This is an optimization exercise on Yosys and OpenROAD, whose aim is a short achievable clock period and few clock cycles, not a production implementation. Function was checked by simulation only, so behaviour that the tests miss may differ from the original. Power is estimated from default activity; no workload was simulated.

==> design.v <==
module alu (
    input logic signed [31:0] bus_a, bus_b,   
    input logic [3:0] alu_sel,               
    output logic signed [31:0] alu_out,
    output logic alu_zero, alu_neg
);
    always_comb begin
        unique case (alu_sel)
            'b0000: alu_out = bus_a + bus_b;
            'b0001: alu_out = bus_a - bus_b;
            'b0010: alu_out = bus_a << bus_b[4:0];
            'b0011: alu_out = bus_a >> bus_b[4:0];
            'b0100: alu_out = bus_a >>> bus_b[4:0];  
            'b0101: alu_out = bus_a & bus_b;
            'b0110:  alu_out = bus_a | bus_b;
            'b0111: alu_out = bus_a ^ bus_b;
            'b1000: alu_out = bus_a < bus_b;
            'b1001: alu_out = $unsigned(bus_a) < $unsigned(bus_b);
            'b1010:   alu_out = bus_a;
            'b1011:   alu_out = bus_b;
            'b1100: alu_out = $unsigned(bus_a) * $unsigned(bus_b);
            default:  alu_out = 'b0;
        endcase
    end
    assign alu_zero = (alu_out == 0);
    assign alu_neg = (alu_out < 0);
endmodule
module mux3 #(
	parameter WIDTH = 32
)(
	input logic [WIDTH-1:0] a0, a1, a2,
	input logic [1:0] sel,
	output logic [WIDTH-1:0] out
);
	always_comb begin
		unique case (sel)
			2'b00: out = a0;
			2'b01: out = a1;
			2'b10: out = a2;
			2'b11: out = 'b0;
		endcase
	end
endmodule
module immgen (
	input logic [31:0] inst,
	output logic signed [31:0] imm_out
);
	logic [6:0] opcode;
	logic [3:0] func3;
	assign opcode = inst[6:0];
	assign func3 = inst[14:12];
	always_comb begin
		if (opcode == 7'b0010011 && func3 == 3'b101)	 
			imm_out = {27'b0, inst[24:20]};
		else if (opcode == 7'b0010011 ||
				   opcode == 7'b0000011 ||
				   opcode == 7'b1100111)
			imm_out = {{20{inst[31]}}, inst[31:20]};
		else if (opcode == 7'b0100011)
			imm_out = {{20{inst[31]}}, inst[31:25], inst[11:7]};
		else if (opcode == 7'b1100011)
			imm_out = {{20{inst[31]}}, inst[7], inst[30:25], inst[11:8], 1'b0};
		else if (opcode == 7'b0110111 ||
					opcode == 7'b0010111)
			imm_out = {inst[31:12], 12'b0};
		else if (opcode == 7'b1101111)
			imm_out = {{12{inst[31]}}, inst[19:12], inst[20], inst[30:25], inst[24:21], 1'b0};
		else if (opcode == 7'b0001011)
			imm_out = {25'b0, inst[31:25]};
		else
			imm_out = 32'b0;
	end 
endmodule
module controller #(parameter CTRL_SIZE = 21)(
	input logic clk, rstn, ex_no_stay,	 
	input logic [31:0] instruction,
	output logic [CTRL_SIZE-1:0] ctrl_signals
);
	localparam W_I = 9;	 
	localparam W_C = CTRL_SIZE + 9;	 
	logic [2**W_I-1:0][0:W_C-1] control_store;
	logic [8:0] ctrl_addr;
	logic [6:0] opcode;
	logic [2:0] func3;
	assign opcode = instruction[6:0];
	assign func3 = instruction[14:12];
	assign ctrl_addr[8:4] = instruction[6:2];
	always_comb begin
		if (opcode == 7'b0110011 ||	
			(opcode == 7'b0010011 && func3 == 3'b101))
			ctrl_addr[0] = instruction[30];
		else
			ctrl_addr[0] = 1'b0;
		if (opcode == 7'b0110011 ||
			 opcode == 7'b0010011 ||
			 opcode == 7'b0000011 ||
		    opcode == 7'b1100111 ||
			 opcode == 7'b0100011 ||
			 opcode == 7'b1100011 )
			ctrl_addr[3:1] = func3;
		else
			ctrl_addr[3:1] = 3'b0;
	end
	logic stay;
	logic [8:0] next_addr;
	logic [W_C-1:0] cur_ctrl;
	always @(posedge clk or negedge rstn) begin
		if (!rstn) begin
			stay <= 1'b0;
			next_addr <= 9'b0;
		end else begin
			stay <= (cur_ctrl[12] & (~ex_no_stay));
			next_addr <= cur_ctrl[8:0];
		end
	end
	assign cur_ctrl = stay? control_store[next_addr] : control_store[ctrl_addr];
	assign ctrl_signals = instruction? cur_ctrl[W_C-1:9] : {CTRL_SIZE{1'b0}};		 
	always_comb begin
		control_store = '0;	 
	control_store[9'b011000000] = {1'b1,	4'b0000,	1'b0,	1'b0,	1'b0,	1'b0,	2'b00,	1'b0,	2'b00,	3'b000,	1'b0,	1'b0,	1'b0,	1'b0,	9'b000000000};  
	control_store[9'b011000001] = {1'b1,	4'b0001,	1'b0,	1'b0,	1'b0,	1'b0,	2'b00,	1'b0,	2'b00,	3'b000,	1'b0,	1'b0,	1'b0,	1'b0,	9'b000000000};  
	control_store[9'b011000010] = {1'b1,	4'b0010,	1'b0,	1'b0,	1'b0,	1'b0,	2'b00,	1'b0,	2'b00,	3'b000,	1'b0,	1'b0,	1'b0,	1'b0,	9'b000000000};  
	control_store[9'b011000100] = {1'b1,	4'b1000,	1'b0,	1'b0,	1'b0,	1'b0,	2'b00,	1'b0,	2'b00,	3'b000,	1'b0,	1'b0,	1'b0,	1'b0,	9'b000000000};  
	control_store[9'b011000110] = {1'b1,	4'b1001,	1'b0,	1'b0,	1'b0,	1'b0,	2'b00,	1'b0,	2'b00,	3'b000,	1'b0,	1'b0,	1'b0,	1'b0,	9'b000000000};  
	control_store[9'b011001000] = {1'b1,	4'b0111,	1'b0,	1'b0,	1'b0,	1'b0,	2'b00,	1'b0,	2'b00,	3'b000,	1'b0,	1'b0,	1'b0,	1'b0,	9'b000000000};  
	control_store[9'b011001010] = {1'b1,	4'b0011,	1'b0,	1'b0,	1'b0,	1'b0,	2'b00,	1'b0,	2'b00,	3'b000,	1'b0,	1'b0,	1'b0,	1'b0,	9'b000000000};  
	control_store[9'b011001011] = {1'b1,	4'b0100,	1'b0,	1'b0,	1'b0,	1'b0,	2'b00,	1'b0,	2'b00,	3'b000,	1'b0,	1'b0,	1'b0,	1'b0,	9'b000000000};  
	control_store[9'b011001100] = {1'b1,	4'b0110,	1'b0,	1'b0,	1'b0,	1'b0,	2'b00,	1'b0,	2'b00,	3'b000,	1'b0,	1'b0,	1'b0,	1'b0,	9'b000000000};  
	control_store[9'b011001110] = {1'b1,	4'b0101,	1'b0,	1'b0,	1'b0,	1'b0,	2'b00,	1'b0,	2'b00,	3'b000,	1'b0,	1'b0,	1'b0,	1'b0,	9'b000000000};  
	control_store[9'b011001111] = {1'b1,	4'b1100,	1'b0,	1'b0,	1'b0,	1'b0,	2'b00,	1'b0,	2'b00,	3'b000,	1'b0,	1'b0,	1'b0,	1'b0,	9'b000000000};  
	control_store[9'b001000000] = {1'b1,	4'b0000,	1'b1,	1'b0,	1'b0,	1'b0,	2'b00,	1'b0,	2'b00,	3'b000,	1'b0,	1'b0,	1'b0,	1'b0,	9'b000000000};  
	control_store[9'b001000100] = {1'b1,	4'b1000,	1'b1,	1'b0,	1'b0,	1'b0,	2'b00,	1'b0,	2'b00,	3'b000,	1'b0,	1'b0,	1'b0,	1'b0,	9'b000000000};  
	control_store[9'b001000110] = {1'b1,	4'b1001,	1'b1,	1'b0,	1'b0,	1'b0,	2'b00,	1'b0,	2'b00,	3'b000,	1'b0,	1'b0,	1'b0,	1'b0,	9'b000000000};  
	control_store[9'b001001000] = {1'b1,	4'b0111,	1'b1,	1'b0,	1'b0,	1'b0,	2'b00,	1'b0,	2'b00,	3'b000,	1'b0,	1'b0,	1'b0,	1'b0,	9'b000000000};  
	control_store[9'b001001100] = {1'b1,	4'b0110,	1'b1,	1'b0,	1'b0,	1'b0,	2'b00,	1'b0,	2'b00,	3'b000,	1'b0,	1'b0,	1'b0,	1'b0,	9'b000000000};  
	control_store[9'b001001110] = {1'b1,	4'b0101,	1'b1,	1'b0,	1'b0,	1'b0,	2'b00,	1'b0,	2'b00,	3'b000,	1'b0,	1'b0,	1'b0,	1'b0,	9'b000000000};  
	control_store[9'b001000010] = {1'b1,	4'b0010,	1'b1,	1'b0,	1'b0,	1'b0,	2'b00,	1'b0,	2'b00,	3'b000,	1'b0,	1'b0,	1'b0,	1'b0,	9'b000000000};  
	control_store[9'b001001010] = {1'b1,	4'b0011,	1'b1,	1'b0,	1'b0,	1'b0,	2'b00,	1'b0,	2'b00,	3'b000,	1'b0,	1'b0,	1'b0,	1'b0,	9'b000000000};  
	control_store[9'b001001011] = {1'b1,	4'b0100,	1'b1,	1'b0,	1'b0,	1'b0,	2'b00,	1'b0,	2'b00,	3'b000,	1'b0,	1'b0,	1'b0,	1'b0,	9'b000000000};  
	control_store[9'b011010000] = {1'b1,	4'b1011,	1'b1,	1'b0,	1'b0,	1'b0,	2'b00,	1'b0,	2'b00,	3'b000,	1'b0,	1'b0,	1'b0,	1'b0,	9'b000000000};  
	control_store[9'b001010000] = {1'b1,	4'b0000,	1'b1,	1'b1,	1'b0,	1'b0,	2'b00,	1'b0,	2'b00,	3'b000,	1'b0,	1'b0,	1'b0,	1'b0,	9'b000000000};  
	control_store[9'b000000000] = {1'b1,	4'b0000,	1'b1,	1'b0,	1'b0,	1'b1,	2'b00,	1'b0,	2'b01,	3'b000,	1'b1,	1'b0,	1'b0,	1'b0,	9'b000000001};  
	control_store[9'b000000010] = {1'b1,	4'b0000,	1'b1,	1'b0,	1'b0,	1'b1,	2'b01,	1'b0,	2'b01,	3'b000,	1'b1,	1'b0,	1'b0,	1'b0,	9'b000000011};  
	control_store[9'b000000100] = {1'b1,	4'b0000,	1'b1,	1'b0,	1'b0,	1'b1,	2'b11,	1'b0,	2'b01,	3'b000,	1'b1,	1'b0,	1'b0,	1'b0,	9'b000000101};  
	control_store[9'b000001000] = {1'b1,	4'b0000,	1'b1,	1'b0,	1'b0,	1'b1,	2'b00,	1'b1,	2'b01,	3'b000,	1'b1,	1'b0,	1'b0,	1'b0,	9'b000001001};  
	control_store[9'b000001010] = {1'b1,	4'b0000,	1'b1,	1'b0,	1'b0,	1'b1,	2'b01,	1'b1,	2'b01,	3'b000,	1'b1,	1'b0,	1'b0,	1'b0,	9'b000001011};  
	control_store[9'b010000000] = {1'b0,	4'b0000,	1'b1,	1'b0,	1'b1,	1'b0,	2'b00,	1'b0,	2'b00,	3'b000,	1'b1,	1'b0,	1'b0,	1'b0,	9'b010000001};  
	control_store[9'b010000010] = {1'b0,	4'b0000,	1'b1,	1'b0,	1'b1,	1'b0,	2'b01,	1'b0,	2'b00,	3'b000,	1'b1,	1'b0,	1'b0,	1'b0,	9'b010000011};  
	control_store[9'b010000100] = {1'b0,	4'b0000,	1'b1,	1'b0,	1'b1,	1'b0,	2'b11,	1'b0,	2'b00,	3'b000,	1'b1,	1'b0,	1'b0,	1'b0,	9'b010000101};  
	control_store[9'b110000000] = {1'b0,	4'b0001,	1'b0,	1'b0,	1'b0,	1'b0,	2'b00,	1'b0,	2'b00,	3'b011,	1'b0,	1'b0,	1'b0,	1'b0,	9'b000000000};  
	control_store[9'b110000010] = {1'b0,	4'b0001,	1'b0,	1'b0,	1'b0,	1'b0,	2'b00,	1'b0,	2'b00,	3'b100,	1'b0,	1'b0,	1'b0,	1'b0,	9'b000000000};  
	control_store[9'b110001000] = {1'b0,	4'b1000,	1'b0,	1'b0,	1'b0,	1'b0,	2'b00,	1'b0,	2'b00,	3'b101,	1'b0,	1'b0,	1'b0,	1'b0,	9'b000000000};  
	control_store[9'b110001010] = {1'b0,	4'b1000,	1'b0,	1'b0,	1'b0,	1'b0,	2'b00,	1'b0,	2'b00,	3'b110,	1'b0,	1'b0,	1'b0,	1'b0,	9'b000000000};  
	control_store[9'b110001100] = {1'b0,	4'b1001,	1'b0,	1'b0,	1'b0,	1'b0,	2'b00,	1'b0,	2'b00,	3'b101,	1'b0,	1'b0,	1'b0,	1'b0,	9'b000000000};  
	control_store[9'b110001110] = {1'b0,	4'b1001,	1'b0,	1'b0,	1'b0,	1'b0,	2'b00,	1'b0,	2'b00,	3'b110,	1'b0,	1'b0,	1'b0,	1'b0,	9'b000000000};  
	control_store[9'b110110000] = {1'b1,	4'b0000,	1'b0,	1'b0,	1'b0,	1'b0,	2'b00,	1'b0,	2'b10,	3'b001,	1'b0,	1'b0,	1'b0,	1'b0,	9'b000000000};  
	control_store[9'b110010000] = {1'b1,	4'b0000,	1'b1,	1'b0,	1'b0,	1'b0,	2'b00,	1'b0,	2'b10,	3'b010,	1'b0,	1'b0,	1'b0,	1'b0,	9'b000000000};  
	control_store[9'b000100000] = {1'b1,	4'b0000,	1'b1,	1'b0,	1'b0,	1'b1,	2'b00,	1'b1,	2'b01,	3'b000,	1'b1,	1'b0,	1'b0,	1'b1,	9'b000100001};  
	control_store[9'b000100001] = {1'b1,	4'b0000,	1'b1,	1'b0,	1'b0,	1'b1,	2'b00,	1'b1,	2'b01,	3'b000,	1'b1,	1'b0,	1'b0,	1'b1,	9'b000100010};  
	control_store[9'b000100010] = {1'b0,	4'b0000,	1'b1,	1'b0,	1'b1,	1'b0,	2'b00,	1'b0,	2'b00,	3'b000,	1'b1,	1'b1,	1'b0,	1'b1,	9'b000100011};  
	control_store[9'b000100011] = {1'b0,	4'b0000,	1'b1,	1'b0,	1'b1,	1'b0,	2'b00,	1'b0,	2'b00,	3'b000,	1'b1,	1'b1,	1'b1,	1'b1,	9'b000100000};  
	control_store[9'b000000001] = {1'b1,	4'b0000,	1'b1,	1'b0,	1'b0,	1'b1,	2'b00,	1'b0,	2'b01,	3'b000,	1'b0,	1'b0,	1'b0,	1'b0,	9'b000000000};  
	control_store[9'b000000011] = {1'b1,	4'b0000,	1'b1,	1'b0,	1'b0,	1'b1,	2'b01,	1'b0,	2'b01,	3'b000,	1'b0,	1'b0,	1'b0,	1'b0,	9'b000000000};  
	control_store[9'b000000101] = {1'b1,	4'b0000,	1'b1,	1'b0,	1'b0,	1'b1,	2'b11,	1'b0,	2'b01,	3'b000,	1'b0,	1'b0,	1'b0,	1'b0,	9'b000000000};  
	control_store[9'b000001001] = {1'b1,	4'b0000,	1'b1,	1'b0,	1'b0,	1'b1,	2'b00,	1'b1,	2'b01,	3'b000,	1'b0,	1'b0,	1'b0,	1'b0,	9'b000000000};  
	control_store[9'b000001011] = {1'b1,	4'b0000,	1'b1,	1'b0,	1'b0,	1'b1,	2'b01,	1'b1,	2'b01,	3'b000,	1'b0,	1'b0,	1'b0,	1'b0,	9'b000000000};  
	control_store[9'b010000001] = {1'b0,	4'b0000,	1'b1,	1'b0,	1'b1,	1'b0,	2'b00,	1'b0,	2'b00,	3'b000,	1'b0,	1'b0,	1'b0,	1'b0,	9'b000000000};  
	control_store[9'b010000011] = {1'b0,	4'b0000,	1'b1,	1'b0,	1'b1,	1'b0,	2'b01,	1'b0,	2'b00,	3'b000,	1'b0,	1'b0,	1'b0,	1'b0,	9'b000000000};  
	control_store[9'b010000101] = {1'b0,	4'b0000,	1'b1,	1'b0,	1'b1,	1'b0,	2'b11,	1'b0,	2'b00,	3'b000,	1'b0,	1'b0,	1'b0,	1'b0,	9'b000000000};  
	end
endmodule
module regfile (
    input logic [4:0] read_reg1, read_reg2, write_reg,  
    input logic signed [31:0] write_data,              
    input logic write_en,
    input logic clk, rstn,
    output logic signed [31:0] read_data1, read_data2,
    output logic [31:0] x5, x6, x11
);
    logic [31:0] registers [31:0];
    assign read_data1 = (write_en && write_reg && write_reg == read_reg1) ? write_data : registers[read_reg1];
    assign read_data2 = (write_en && write_reg && write_reg == read_reg2) ? write_data : registers[read_reg2];
    always @(posedge clk or negedge rstn) begin
        if (~rstn) begin
            for (int i = 0; i < 32; i++) registers[i] <= 32'b0;
        end else if (write_en && write_reg) begin
            registers[write_reg] <= write_data;
        end
    end
    assign x5 = registers[5];
    assign x6 = registers[6];
    assign x11 = registers[11];
endmodule
module forwarding_unit #(
	parameter REG_BITS = 5
)(	
	input logic [REG_BITS-1:0] rs1,		 
	input logic [REG_BITS-1:0] rs2,		 
	input logic [REG_BITS-1:0] rd_ex,	 
	input logic [REG_BITS-1:0] rd_mem,	 
	input logic regWrEn,			 
	input logic regWrEn_mem,	 
	output logic [1:0] forward_A,  
	output logic [1:0] forward_B   
 );
  always_comb
    begin
		if ((rd_ex== rs1) && (regWrEn != 0) && (rd_ex != 0))
			 begin
				forward_A = 2'b01;
			 end
			else
			 begin 
				if ((rd_mem == rs1) && (regWrEn_mem != 0) && (rd_mem != 0))
				  begin
					 forward_A = 2'b10;
				  end
				else
				  begin
					 forward_A = 2'b00;
				  end
			 end
		if ((rd_ex== rs2) && (regWrEn != 0) && (rd_ex != 0))
		 begin
			forward_B = 2'b01;
		 end
		else
		 begin 
			if ((rd_mem == rs2) && (regWrEn_mem != 0) && (rd_mem != 0))
			  begin
				 forward_B = 2'b10;
			  end
			else
			  begin
				 forward_B = 2'b00;
			  end
		 end
	end
endmodule
module pccalc_pred (
	input logic clk, rstn, stall, load_use,
	input logic [31:0] prev_pc, pc_with_offset,		 
	input logic [31:0] target_pc,	 
	input logic [2:0] branch_type,
	input logic alu_zero,
	output logic [31:0] pc,		 
	output logic flush, out_pred
);
	logic [31:0] next_pc;
	logic branch_taken;
	always @(posedge clk or negedge rstn) begin
		if (!rstn) pc <= 32'b0;
		else if (~stall & (flush | ~load_use)) pc <= next_pc;
		else pc <= pc;
	end
	always_comb begin
		if (!flush)
			next_pc = pc + 4;
		else if (branch_type == 3'b010)
			next_pc = {target_pc[31:1], 1'b0};	 
		else
			next_pc = pc_with_offset;
	end
	assign branch_taken = (branch_type == 3'b001) ||
						 (branch_type == 3'b010) || 
						 (branch_type == 3'b011 && alu_zero) ||
						 (branch_type == 3'b100 && (!alu_zero)) ||
						 (branch_type == 3'b101 && (!alu_zero)) ||
						 (branch_type == 3'b110 && alu_zero); 	 
	assign flush = branch_taken;
	assign out_pred = 1'b0;
endmodule
module fetch (
	input logic clk, rstn, stall, load_use,
	input logic alu_zero,
	input logic [2:0] branch_type,
	input logic [31:0] prev_pc, target_pc, pc_with_offset,
	input logic [31:0] imem_rdata,
	output logic [31:0] imem_addr,
	output logic [64:0] fetch_dec_reg,
	output logic flush
);
	logic [31:0] pc;
	logic out_pred;
	logic [31:0] instruction;
	pccalc_pred pclogic_obj (.*);
	assign imem_addr = pc;
	assign instruction = imem_rdata;
	always @(posedge clk or negedge rstn) begin
		if (~rstn) fetch_dec_reg <= 'b0;
		else if (~stall & flush) fetch_dec_reg <= 'b0;
		else if (~stall & ~load_use) fetch_dec_reg <= {instruction, pc, out_pred};	
	end	
endmodule
module decode #(
	parameter REG_WIDTH = 32,
	parameter REG_COUNT = 32,
	parameter CTRL_SIZE = 21,
	parameter REG_BITS = $clog2(REG_COUNT)
)(
	input logic clk, rstn, stall, flush,
	input logic [64:0] fetch_dec_reg,
	input logic write_en,
	input logic [REG_BITS-1:0] write_reg,
	input logic signed [REG_WIDTH-1:0] write_data,
	output logic [REG_BITS*3 + CTRL_SIZE + REG_WIDTH*3 + 32 + 1 - 1:0] dec_exc_reg,
	output logic [REG_WIDTH-1:0] x5, x6, x11,
	output logic load_use
);
	localparam DEC_EXC_SIZE = REG_BITS*3 + CTRL_SIZE + REG_WIDTH*3 + 32 + 1;
	logic [REG_BITS-1:0] read_reg1, read_reg2, rd;
	logic signed [REG_WIDTH-1:0] read_data1, read_data2, imm_data;
	logic [31:0] instruction;
	logic [31:0] pc;
	logic pred;
	logic ex_no_stay;
	logic [CTRL_SIZE-1:0] ctrl_signals;
	regfile regfile_obj(.*);
	immgen immgen_obj (
			.inst(instruction),
			.imm_out(imm_data)
	);
	controller #(.CTRL_SIZE(CTRL_SIZE)) ctrl_obj (.*);
	assign {instruction, pc, pred} = fetch_dec_reg;
	assign ex_no_stay = 1;
	assign read_reg1 = instruction[19:15];
	assign read_reg2 = instruction[24:20];
	assign rd = instruction[11:7];	 
	logic [REG_BITS-1:0] ex_rd;
	logic [CTRL_SIZE-1:0] ex_ctrl;
	assign ex_rd = dec_exc_reg[DEC_EXC_SIZE-1-2*REG_BITS -: REG_BITS];
	assign ex_ctrl = dec_exc_reg[DEC_EXC_SIZE-1-3*REG_BITS -: CTRL_SIZE];
	assign load_use = ex_ctrl[CTRL_SIZE-9] && (ex_rd != 0) && (ex_rd == read_reg1 || ex_rd == read_reg2);
	always @(posedge clk or negedge rstn) begin
		if (~rstn) dec_exc_reg <= 'b0;
		else if (~stall & flush) dec_exc_reg <= 'b0;
		else if (~stall & load_use) dec_exc_reg <= 'b0;	 
		else if (~stall) dec_exc_reg <= {read_reg1, read_reg2, rd, ctrl_signals, read_data1, read_data2, imm_data, pc, pred};
	end
endmodule
module execute #(
	parameter REG_WIDTH = 32,
	parameter REG_COUNT = 32,
	parameter ALU_SEL_WIDTH = 4,
	parameter CTRL_SIZE = 21,
	parameter REG_BITS = $clog2(REG_COUNT)
)(
	input logic clk, rstn, stall, 
	input logic [1:0] forward_A, forward_B,
	input logic [REG_WIDTH-1:0] wb_data_ex_mem, wb_data_mem_wb,
	input logic [REG_BITS*3 + CTRL_SIZE + REG_WIDTH*3 + 32 + 1 - 1:0] dec_exc_reg,
	output logic [REG_BITS + 1 + CTRL_SIZE-7 + REG_WIDTH*3 - 1:0] exc_mem_reg,
	output logic alu_zero, prev_pred,
	output logic [2:0] branch_type,
	output logic [31:0] target_pc, pc_with_offset, prev_pc
);
	logic signed [REG_WIDTH-1:0] bus_a, bus_b;
	logic signed [REG_WIDTH-1:0] alu_out;
	logic [ALU_SEL_WIDTH-1:0] alu_sel;
	logic alu_a_sel, alu_b_sel;
	logic [REG_BITS-1:0] rd, rs1, rs2;
	logic write_en;
	logic [CTRL_SIZE-1:0] ctrl_signals;
	logic [REG_WIDTH-1:0] read_data1, read_data2, imm_data, return_pc;
	logic [REG_WIDTH-1:0] read_sel_data1, read_sel_data2;
	logic [31:0] pc;
	logic alu_neg;
	alu alu_obj (.*);
	mux3 #(.WIDTH(REG_WIDTH)) read_data1_mux (
			.a0(read_data1),
			.a1(wb_data_ex_mem),
			.a2(wb_data_mem_wb),
			.sel(forward_A),
			.out(read_sel_data1)
	);
	mux3 #(.WIDTH(REG_WIDTH)) read_data2_mux (
			.a0(read_data2),
			.a1(wb_data_ex_mem),
			.a2(wb_data_mem_wb),
			.sel(forward_B),
			.out(read_sel_data2)
	);
	assign {rs1, rs2, rd, ctrl_signals, read_data1, read_data2, imm_data, pc, prev_pred} = dec_exc_reg;
	assign {write_en, alu_sel, alu_b_sel, alu_a_sel} = ctrl_signals[CTRL_SIZE-1:CTRL_SIZE-7];
	assign bus_a = alu_a_sel? pc : read_sel_data1;		 
	assign bus_b = alu_b_sel? imm_data : read_sel_data2;	 
	assign prev_pc = pc;
	assign return_pc = pc + 4;
	assign target_pc = alu_out;
	assign pc_with_offset = pc + imm_data;
	assign branch_type = ctrl_signals[CTRL_SIZE-15:CTRL_SIZE-17];
	always @(posedge clk or negedge rstn) begin
		if (~rstn) exc_mem_reg <= 'b0;
		else if (~stall) exc_mem_reg <= {rd, write_en, ctrl_signals[CTRL_SIZE-8:0], alu_out, read_sel_data2, return_pc};
	end
endmodule
module data_memory_for_cache #(
	parameter LINE_SIZE = 16,
	parameter BYTE_COUNT = 1024,
	parameter LINE_COUNT = BYTE_COUNT/LINE_SIZE,
	parameter ADDR_SIZE = $clog2(LINE_COUNT)
)(
	input logic clk, rstn,
	input logic wr_en,  
	input logic [LINE_SIZE*8 -1:0] wr_data, 
	input logic [ADDR_SIZE -1:0] input_addr,
	output logic [LINE_SIZE*8 -1:0] rd_data  
);
	logic [LINE_SIZE*8 -1:0] memory[0:LINE_COUNT-1]; 
	assign rd_data = memory[input_addr];
	always @(posedge clk or negedge rstn) begin
		if (~rstn) begin
			for (int i = 0; i < LINE_COUNT; i = i+1) memory[i] <= 'b0;
		end 
		else if (wr_en) begin
			memory[input_addr] <= wr_data;
		end
	end
endmodule
module set_assc_cache #(
	parameter ADDR_WIDTH = 32,
	parameter DATA_WIDTH = 32,
	parameter CACHE_LINE_SIZE = 16,	 
	parameter NUM_MEM_BYTES = 256,
	parameter NUM_CACHE_LINES = 4,
	parameter CACHE_SET_SIZE = 2,
	parameter MEM_ADDR_WIDTH = $clog2((NUM_MEM_BYTES / CACHE_LINE_SIZE))	 
)(	
	input logic clk, rstn,
	input logic [ADDR_WIDTH-1:0] addr_from_cpu,
	input logic signed [DATA_WIDTH-1:0] data_from_cpu,
	input logic mem_read_cpu, mem_write_cpu,	 
	input logic [1:0] load_store_type, 
	input logic load_unsigned,
	output logic signed [DATA_WIDTH-1:0] data_to_cpu,
	output logic stall,
	input logic [CACHE_LINE_SIZE*8-1:0] data_from_memory,
	output logic [MEM_ADDR_WIDTH-1:0] addr_to_memory,
	output logic [CACHE_LINE_SIZE*8-1:0] data_to_memory,
	output logic mem_write
);
	localparam NUM_CACHE_SETS = NUM_CACHE_LINES / CACHE_SET_SIZE;
	localparam NUM_MEM_LINES = NUM_MEM_BYTES / CACHE_LINE_SIZE;
	localparam BLOCK_NUM_WIDTH = $clog2(CACHE_LINE_SIZE);	 
	localparam SET_NUM_WIDTH = $clog2(NUM_CACHE_SETS);		 
	localparam TAG_BITS_WIDTH = $clog2(NUM_MEM_BYTES) - BLOCK_NUM_WIDTH - SET_NUM_WIDTH;
	localparam ADR_TAG_BEGIN = BLOCK_NUM_WIDTH + SET_NUM_WIDTH + TAG_BITS_WIDTH - 1;   
	localparam ADR_TAG_END = BLOCK_NUM_WIDTH + SET_NUM_WIDTH; 
	localparam ADR_SET_BEGIN = BLOCK_NUM_WIDTH + SET_NUM_WIDTH - 1;
	localparam ADR_SET_END = BLOCK_NUM_WIDTH;
	localparam ADR_BYTE_BEGIN = BLOCK_NUM_WIDTH-1;
	localparam ADR_BYTE_END = 0;
	logic [CACHE_LINE_SIZE*8-1:0] cache [0:NUM_CACHE_SETS-1][0:CACHE_SET_SIZE-1];
	logic [TAG_BITS_WIDTH-1:0] tag_store [0:NUM_CACHE_SETS-1][0:CACHE_SET_SIZE-1];
	logic valid_bit_store [0:NUM_CACHE_SETS-1][0:CACHE_SET_SIZE-1];
	logic dirty_bit_store [0:NUM_CACHE_SETS-1][0:CACHE_SET_SIZE-1];
	logic lru_store [0:NUM_CACHE_SETS-1];
	logic [TAG_BITS_WIDTH-1:0] tag;
	logic [SET_NUM_WIDTH-1:0] set_idx;
	logic [BLOCK_NUM_WIDTH-1:0] byte_idx;
	logic [CACHE_LINE_SIZE*8-1:0] cur_cache_line;
	logic [MEM_ADDR_WIDTH-1:0] w_addr;
	logic is_cache_hit, hit_idx, select_idx;
	assign tag = addr_from_cpu[ADR_TAG_BEGIN:ADR_TAG_END];
	assign set_idx = addr_from_cpu[ADR_SET_BEGIN:ADR_SET_END];
	assign byte_idx = addr_from_cpu[ADR_BYTE_BEGIN:ADR_BYTE_END];
	assign addr_to_memory = mem_write? w_addr : {tag, set_idx};		 
	assign select_idx = ~lru_store[set_idx];	 
	assign stall = (mem_read_cpu || mem_write_cpu) && (~is_cache_hit);
	always_comb begin
		if (valid_bit_store[set_idx][0] && tag_store[set_idx][0] == tag) begin
			cur_cache_line = cache[set_idx][0];
			is_cache_hit = 1;
			hit_idx = 0;
		end else if (valid_bit_store[set_idx][1] && tag_store[set_idx][1] == tag) begin
			cur_cache_line = cache[set_idx][1];
			is_cache_hit = 1;
			hit_idx = 1;
		end else begin
			cur_cache_line = 'b0;
			is_cache_hit = 0;
			hit_idx = 0;
		end
		if (mem_read_cpu) begin
			data_to_cpu[7:0] = cur_cache_line[byte_idx*8 +: 8];
			unique case (load_store_type) 
				2'b00: begin
					if (load_unsigned) data_to_cpu[DATA_WIDTH-1:8] = {(DATA_WIDTH-8){1'b0}};
					else data_to_cpu[DATA_WIDTH-1:8] = {(DATA_WIDTH-8){data_to_cpu[7]}};
				end
				2'b01: begin
					data_to_cpu[15:8] = cur_cache_line[8*(byte_idx+1) +: 8];
					if (load_unsigned) data_to_cpu[DATA_WIDTH-1:16] = {(DATA_WIDTH-16){1'b0}};
					else data_to_cpu[DATA_WIDTH-1:16] = {(DATA_WIDTH-16){data_to_cpu[15]}};
				end
				2'b11: begin
					data_to_cpu[15:8] = cur_cache_line[8*(byte_idx+1) +: 8];
					data_to_cpu[23:16] = cur_cache_line[8*(byte_idx+2) +: 8];
					data_to_cpu[31:24] = cur_cache_line[8*(byte_idx+3) +: 8];
				end
				default: data_to_cpu = 'b0;
			endcase
		end else data_to_cpu = 'b0;
	end
	always @(posedge clk or negedge rstn) begin
		if (~rstn) begin
			for (int i = 0; i < NUM_CACHE_SETS; i = i+1) begin
				for (int j = 0; j < CACHE_SET_SIZE; j = j+1) begin
					cache[i][j] <= 'b0;
					tag_store[i][j] <= 'b0;
					valid_bit_store[i][j] <= 'b0;
					dirty_bit_store[i][j] <= 'b0;
				end
			end
			mem_write <= 0;
			data_to_memory <= 'b0;
			w_addr <= 'b0;
		end else if (stall) begin	 
				if (valid_bit_store[set_idx][select_idx] && dirty_bit_store[set_idx][select_idx]) begin
					data_to_memory <= cache[set_idx][select_idx];
					w_addr <= {tag_store[set_idx][select_idx], set_idx};
					dirty_bit_store[set_idx][select_idx] <= 1'b0;
					mem_write <= 1;
				end
				cache[set_idx][select_idx] <= data_from_memory;
				tag_store[set_idx][select_idx] <= tag;
				valid_bit_store[set_idx][select_idx] <= 1'b1;
		end else if (mem_write_cpu && is_cache_hit) begin	
			for (int b = 0; b < 4; b = b+1) begin
				if (b <= load_store_type) begin
					cache[set_idx][hit_idx][8*(byte_idx+b) +: 8] <= data_from_cpu[8*b+:8];
					dirty_bit_store[set_idx][hit_idx] <= 1'b1;
				end
			end
			mem_write <= 0;
			w_addr <= {tag, set_idx};
		end else begin 
			mem_write <= 0;
			w_addr <= {tag, set_idx};
		end
	end
	always @(posedge clk or negedge rstn) begin
		if (~rstn) begin
			for (int i = 0; i < NUM_CACHE_SETS; i = i+1) begin
				lru_store[i] <= 1'b0;
			end
		end else if ((mem_read_cpu || mem_write_cpu) && (is_cache_hit)) begin
			lru_store[set_idx] <= hit_idx;
		end 
	end
endmodule
module data_memory_controller #(
	parameter ADDR_WIDTH = 32,
	parameter DATA_WIDTH = 32,
	parameter NUM_MEM_BYTES = 256,	 
	parameter CACHE_LINE_SIZE = 16,
	parameter MEM_ADDR_WIDTH = $clog2((NUM_MEM_BYTES / CACHE_LINE_SIZE))
)(
	input logic [ADDR_WIDTH-1:0] mem_addr,
	input logic signed [DATA_WIDTH-1:0] mem_write_data,
	input logic clk, rstn,
	input logic mem_read, mem_write,	 
	input logic [1:0] load_store_type, 
	input logic load_unsigned,
	output logic signed [DATA_WIDTH-1:0] mem_read_data,
	output logic stall
);
	logic wr_en;  
	logic [CACHE_LINE_SIZE*8 -1:0] wr_data;
	logic [MEM_ADDR_WIDTH -1:0] input_addr;
	logic [CACHE_LINE_SIZE*8 -1:0] rd_data;  
	set_assc_cache #(.ADDR_WIDTH(ADDR_WIDTH),
						  .DATA_WIDTH(DATA_WIDTH),
						  .NUM_MEM_BYTES(NUM_MEM_BYTES),
						  .CACHE_LINE_SIZE(CACHE_LINE_SIZE)) cache_memory_obj (
						  .clk(clk), .rstn(rstn),
						  .addr_from_cpu(mem_addr),
						  .data_from_cpu(mem_write_data),
						  .mem_read_cpu(mem_read),
						  .mem_write_cpu(mem_write),
						  .load_store_type(load_store_type),
						  .load_unsigned(load_unsigned),
						  .data_to_cpu(mem_read_data),
						  .stall(stall),
						  .data_from_memory(rd_data),
						  .data_to_memory(wr_data),
						  .addr_to_memory(input_addr),
						  .mem_write(wr_en));
	data_memory_for_cache #(.BYTE_COUNT(NUM_MEM_BYTES),
						  .LINE_SIZE(CACHE_LINE_SIZE)) data_memory_obj (.*);
endmodule
module memory #(
	parameter REG_WIDTH = 32,
	parameter REG_COUNT = 32,
	parameter NUM_MEM_LOCS = 64,
	parameter CTRL_SIZE = 21,
	parameter REG_BITS = $clog2(REG_COUNT)
)(
	input logic clk, rstn,
	input logic [REG_BITS + 1 + CTRL_SIZE-7 + REG_WIDTH*3 - 1:0] exc_mem_reg,
	output logic [1 + REG_BITS + REG_WIDTH*3 + 2 - 1:0] mem_wb_reg,
	output logic stall
);
	logic [REG_WIDTH-1:0] mem_addr; 
	logic signed [REG_WIDTH-1:0] mem_write_data, mem_read_data;
	logic mem_read, mem_write;
	logic [1:0] load_store_type;
	logic load_unsigned;
	logic [REG_BITS-1:0] rd;
	logic write_en;
	logic [CTRL_SIZE-8:0] ctrl_signals;
	logic [REG_WIDTH-1:0] alu_out, read_data2, return_pc;
	logic [1:0] write_src_sel;
	data_memory_controller #(.ADDR_WIDTH(REG_WIDTH),
					  .DATA_WIDTH(REG_WIDTH),
					  .NUM_MEM_BYTES(NUM_MEM_LOCS)) datamem_obj (.*);
	assign {rd, write_en, ctrl_signals, alu_out, read_data2, return_pc} = exc_mem_reg;
	assign mem_addr = alu_out;		 
	assign mem_write_data = read_data2;	
	assign {mem_write, mem_read, load_store_type, load_unsigned, write_src_sel} = ctrl_signals[CTRL_SIZE-8:CTRL_SIZE-14];
	always @(posedge clk or negedge rstn) begin
		if (~rstn) mem_wb_reg <= 'b0;
		else if (~stall) mem_wb_reg <= {rd, write_en, alu_out, mem_read_data, return_pc, write_src_sel};
	end
endmodule
module writeback #(
	parameter REG_WIDTH = 32,
	parameter REG_COUNT = 32,
	parameter CTRL_SIZE = 21,
	parameter REG_BITS = $clog2(REG_COUNT)
)(
	input logic clk, rstn,
	input logic [1 + REG_BITS + REG_WIDTH*3 + 2 - 1:0] mem_wb_reg,
	output logic write_en,
	output logic [REG_BITS-1:0] write_reg,
	output logic signed [REG_WIDTH-1:0] write_data
);
	logic [REG_WIDTH-1:0] alu_out, mem_read_data, return_pc;
	logic [1:0] write_src_sel;
	mux3 #(.WIDTH(REG_WIDTH)) reg_src_mux (
			.a0(alu_out),
			.a1(mem_read_data),
			.a2(return_pc),
			.sel(write_src_sel),
			.out(write_data)
	);
	assign {write_reg, write_en, alu_out, mem_read_data, return_pc, write_src_sel} = mem_wb_reg;
endmodule
module riscv_pipelined_processor #(
	parameter REG_WIDTH = 32,
	parameter REG_COUNT = 32,
	parameter NUM_MEM_LOCS = 256,
	parameter NUM_INST = 128,
	parameter ALU_SEL_WIDTH = 4,
	parameter CTRL_SIZE = 21,
	parameter REG_BITS = $clog2(REG_COUNT)
)( 
	input logic clk, rstn,
	output logic [REG_WIDTH-1:0] x5, x6, x11,			 
	output logic [31:0] imem_addr,
	input logic [31:0] imem_rdata,
	output logic retire_valid,
	output logic [REG_BITS-1:0] retire_rd,
	output logic [REG_WIDTH-1:0] retire_data
);
	logic alu_zero;
	logic [2:0] branch_type;
	logic [31:0] prev_pc, target_pc, pc_with_offset;
	logic write_en;
	logic [REG_BITS-1:0] write_reg;
	logic signed [REG_WIDTH-1:0] write_data;
	logic [REG_WIDTH-1:0] wb_data_ex_mem, wb_data_mem_wb;
	localparam FETCH_DEC_SIZE = 65;
	localparam DEC_EXC_SIZE = REG_BITS*3 + CTRL_SIZE + REG_WIDTH*3 + 32 + 1;
	localparam EXC_MEM_SIZE = REG_BITS + 1 + CTRL_SIZE-7 + REG_WIDTH*3;
	localparam MEM_WB_SIZE = 1 + REG_BITS + REG_WIDTH*3 + 2;
	logic [0:FETCH_DEC_SIZE - 1] fetch_dec_reg;
	logic [0:DEC_EXC_SIZE - 1] dec_exc_reg;
	logic [0:EXC_MEM_SIZE - 1] exc_mem_reg;
	logic [0:MEM_WB_SIZE - 1] mem_wb_reg;
	logic [REG_BITS-1:0] rs1, rs2, rd_ex, rd_mem;
	logic regWrEn, regWrEn_mem;
	logic [1:0] forward_A, forward_B;
	logic stall, flush, prev_pred, load_use;
	logic wb_new;
	fetch fetch_stage (.*);
	decode #(.REG_WIDTH(REG_WIDTH),
				.REG_COUNT(REG_COUNT),
				.CTRL_SIZE(CTRL_SIZE)) decode_stage (.*);
	execute #(.REG_WIDTH(REG_WIDTH),
				.REG_COUNT(REG_COUNT),
				.CTRL_SIZE(CTRL_SIZE),
				.ALU_SEL_WIDTH(ALU_SEL_WIDTH)) execute_stage (.*);
	memory #(.REG_WIDTH(REG_WIDTH),
				.REG_COUNT(REG_COUNT),
				.CTRL_SIZE(CTRL_SIZE),
				.NUM_MEM_LOCS(NUM_MEM_LOCS)) memory_stage (.*);
	writeback #(.REG_WIDTH(REG_WIDTH),
				.REG_COUNT(REG_COUNT),
				.CTRL_SIZE(CTRL_SIZE)) writeback_stage (.*);
	forwarding_unit #(.REG_BITS(REG_BITS)) fwd_unit (.*);
	assign {rs1, rs2} = dec_exc_reg[0:2*REG_BITS-1];
	assign rd_ex = exc_mem_reg[0:REG_BITS-1];
	assign rd_mem = mem_wb_reg[0:REG_BITS-1];
	assign regWrEn = exc_mem_reg[REG_BITS];
	assign regWrEn_mem = mem_wb_reg[REG_BITS];
	assign wb_data_ex_mem = exc_mem_reg[REG_BITS + 1 + CTRL_SIZE-7:REG_BITS + 1 + CTRL_SIZE-7+REG_WIDTH-1];
	assign wb_data_mem_wb = write_data;
	always @(posedge clk or negedge rstn) begin
		if (~rstn) wb_new <= 1'b0;
		else wb_new <= ~stall;
	end
	assign retire_valid = wb_new & write_en & (write_reg != 0);
	assign retire_rd = write_reg;
	assign retire_data = write_data;
endmodule
==> run.sh <==
#!/bin/bash
# synth_recipe.tcl (not shown) runs the flow's synth.tcl, then flattens the netlist and writes it again
# the make line also repeats each setting of config.mk as NAME=value (left out here)
make -C /OpenROAD-flow-scripts/flow DESIGN_CONFIG=/design/flow/config.mk WORK_HOME=/design/flow/orfs CLKGATE_MAP_FILE= SYNTH_SCRIPT=/design/flow/synth_recipe.tcl finish
==> config.mk <==
export PLATFORM = sky130hd
export DESIGN_NAME = riscv_pipelined_processor
export DESIGN_NICKNAME = riscv_pipelined_processor
export VERILOG_FILES = /design/flow/design.v
export SDC_FILE = /design/flow/constraint.sdc
export NUM_CORES = 8
export LEC_CHECK = 0
export CAP_MARGIN = 20
export CORE_MARGIN = 2
export CORE_UTILIZATION = 40
export SLEW_MARGIN = 20
==> constraint.sdc <==
create_clock -name core_clock -period 18.0 [get_ports {clk}]
set_input_delay 3.6000 -clock core_clock [delete_from_list [all_inputs] [get_ports {clk}]]
set_output_delay 3.6000 -clock core_clock [all_outputs]
set_load 0.01 [all_outputs]
==> notes.md <==
Max Cap Viol 0; GR Util met1 47.8%; Setup WS pre-CTS 4.11 ns; Critical Path Start Type flop; max FFs per register 2048; Final Hold Vio Count 0; Yosys reg bits 4207; status complete, no violations; Tmin final 14.19 ns; Peak VDD IR 0.000188 V; Setup Viol. Count Final 0; Core Box Area 593000 sq um; detailed-route wire length per cell 35.8 um; Pwr Total 55.1 mW; global-route wire length before repair 1590000 um; total number of vias 217000; Fin Setup TNS 0 ns; yosys warns 21; TritonRoute pass-1 iters 10; GRT Util Overall 36.4%; Synth area leader dfrtp_1; # Post-CTS Setup Buffers 0; Clock Skew 0.203 ns; Slew headroom 8.73%; CTS root buf clkbuf_16; Residual DRC 0; final core occ 44.5%; slowest CP cell dfrtp_1; met2 Usage GRT 51.1%; area grow syn2layout 11.0%; Worst-Skew Late Latency 1.18 ns; Main synth FF type dfrtp_1; clock sink count 4207; CTS Buf Count 457; row count 283; final WL 1140000 um; fin crit share 78.8%; clock slew at reported path FFs 0.06 ns; post-CTS resize count 0; fmax 70.5 MHz; crit path DAT 15.04 ns; initial antenna violation count 87; leakage power 116 nW; Syn Inst Count 24400; boundary pin count 200; crit path launch memory_stage.mem_wb_reg[101]; CP max stage delay 0.79 ns; RSZ-0062 raised after global routing no; die width 775 um; most used cell, CP fa_1; global route overflow 0; most frequent cell after synthesis dfrtp_1; sequential fraction of the synthesis area 44.3%; Top Registers memory_stage.datamem_obj.data_memory_obj.memory: 2048 flops, decode_stage.regfile_obj.registers: 1024 flops, memory_stage.datamem_obj.cache_memory_obj.cache: 512 flops; library cells used by synthesis 111; cell total after placement 30800; top area cells in the synthesized netlist dfrtp_1, mux2_2, a21oi_1; top cell type's share of synthesized area 44.3%; Max FO, Critical Path 78; Final HPWL DP 720000 um; CP Data Required Time 18.85 ns; Setup crit end fetch_stage.pclogic_obj.pc[9]; post-route worst setup slack 3.81 ns; Die Area 601000 sq um; Most flops, register memory_stage.datamem_obj.data_memory_obj.memory; vias in the first global route 206000; type of the worst min-delay path flop to flop; Synth Net Count 25100; Synth Area per Inst 9.74 sq um; final cell count without fillers 31800; Starting Density 40.1%; most used routing layer met2; most frequent cells after synthesis dfrtp_1, a21oi_1, nor2_1, mux2_2, nand2_1; Design Area, Final 264000 sq um; endpoint class of the critical path flop; cell area after synthesis 238000 sq um; Post-synth EDFFs 0; GPL Wtd Cong 1.06; DRT antenna net count 0; R2R cell count 43; slew at the pin closest to its max-slew limit 1.36 ns; Min Hold Slack 0.403 ns; fin nets 24200; TritonCTS clock tree yes; htree depth 5; share of cells above drive strength 1 17.6%; DR iter-0 viols 32400; die height 775 um; critical path class flop to flop; RR Endpoint fetch_stage.pclogic_obj.pc[9]; CTS max path bufs 4; pin count of the biggest net entering global routing 189; met3 usage 12.5%; Hold Buf Count CTS 0; # fillers 56100; R2R Setup Slk 3.81 ns; RR Startpoint memory_stage.mem_wb_reg[101]; DR vias/cell 6.83; ys async rst share 100%; PwrDens 209 nW/um^2; final number of max-transition violations 0; # port buffers 199; DP Area 248000 sq um
critical path, delay by kind of cell (launching register included):
family | cells | cell delay [ns]
AO/OA/AOI/OAI | 12 | 2.43
XOR/XNOR | 2 | 0.48
adder cells (fa/ha/maj) | 9 | 4.22
buffers and inverters | 10 | 2.83
flip-flops | 1 | 0.79
multiplexers | 1 | 0.51
AND/OR/NAND/NOR | 9 | 2.69
area by class of cell:
class | instances | area, sq um | share of cell area [%]
Clock buffer | 651 | 13100 | 4.97
Multi-Input combinational cell | 17400 | 123000 | 46.7
Inverter | 602 | 2280 | 0.864
Antenna cell | 59 | 148 | 0.0560
Clock inverter | 184 | 2620 | 0.994
Tap cell | 7837 | 9810 | 3.72
Sequential cell | 4207 | 105000 | 39.9
Timing Repair Buffer | 851 | 7480 | 2.83
logic make-up after synthesis:
kind of cell	after synthesis	synth area share, %
adders and majority gates	689	4.92
xor gates and xnor gates	214	0.800
buffers and inverters	2829	4.56
muxes	2888	13.5
DFF	4207	44.3
AOI/OAI and AO/OA	7945	22.0
and+or+nand+nor	5625	9.91
power breakdown:
| part | internal (mW) | switching [mW] | total [mW] |
|---|---|---|---|
| sequential | 13.0 | 3.70 | 16.7 |
| clock | 5.72 | 4.29 | 10.0 |
| combinational | 8.79 | 19.6 | 28.4 |
metal layers:
metal	share of wire [%]	wire length [um]	vias to the layer above
li1	-	-	87500
met1	38	434000	109000
met2	41	461000	15800
met3	13	150000	4389
met4	8.0	91100	70
met5	0.076	865	-
worst min path at each step:
stage	cells after the start	slack (ns)	end	from
6_report	0	0.40	decode_stage.regfile_obj.registers[0][16]	decode_stage.regfile_obj.registers[0][16]
5_1_grt	0	0.41	decode_stage.regfile_obj.registers[0][14]	decode_stage.regfile_obj.registers[0][14]
4_1_cts	0	0.41	decode_stage.regfile_obj.registers[0][16]	decode_stage.regfile_obj.registers[0][16]
3_5_place_dp	0	0.39	decode_stage.regfile_obj.registers[0][16]	decode_stage.regfile_obj.registers[0][16]
3_3_place_gp	0	0.39	decode_stage.regfile_obj.registers[0][23]	decode_stage.regfile_obj.registers[0][23]
2_1_floorplan	2	0.44	memory_stage.mem_wb_reg[71]	memory_stage.mem_wb_reg[71]
layout by cell type, fill, tap and decap left out, types with 411 or more instances in the layout:
cell,n
inv_1,571
mux2i_1,569
fa_1,411
clkbuf_16,459
o21ai_0,1335
dfrtp_1,4189
mux2_2,2285
buf_4,609
nor2_1,2209
a21oi_1,2377
nand2_1,2124
o22ai_1,512
a221oi_1,487
a22oi_1,1364
a22o_1,645
Testbench counts, summed over its fixed seeds: cycles 161,340.

==> what the ideal ports hide <==
How much do the figures lean on ideal ports? The routed layout below was timed once more, with nothing changed but the port constraints. Step 1 assumes that a clkbuf_16 drives the clock port and a buf_2 every other input. Step 2, shift: input delay + t, output delay - t, t = (earliest + latest rising clock arrival at the registers) / 2. This alone moves slack from input paths to output paths. Slacks: ideal / step 1 / step 2; pairs: ideal / step 1.
t, ns: 1.213
slack for setup (ns): 3.812 / 3.812 / 3.812
hold slack, ns: 0.403 / 0.403 / 0.403
latest minus earliest clock arrival (ns): 0.205 / 0.204
slew at the worst register clock pin (ns): 0.09 / 0.09
After both steps this run still meets setup and hold. The setup slack of this run moves by 0.000 ns with the drivers and by 0.000 ns with both steps.
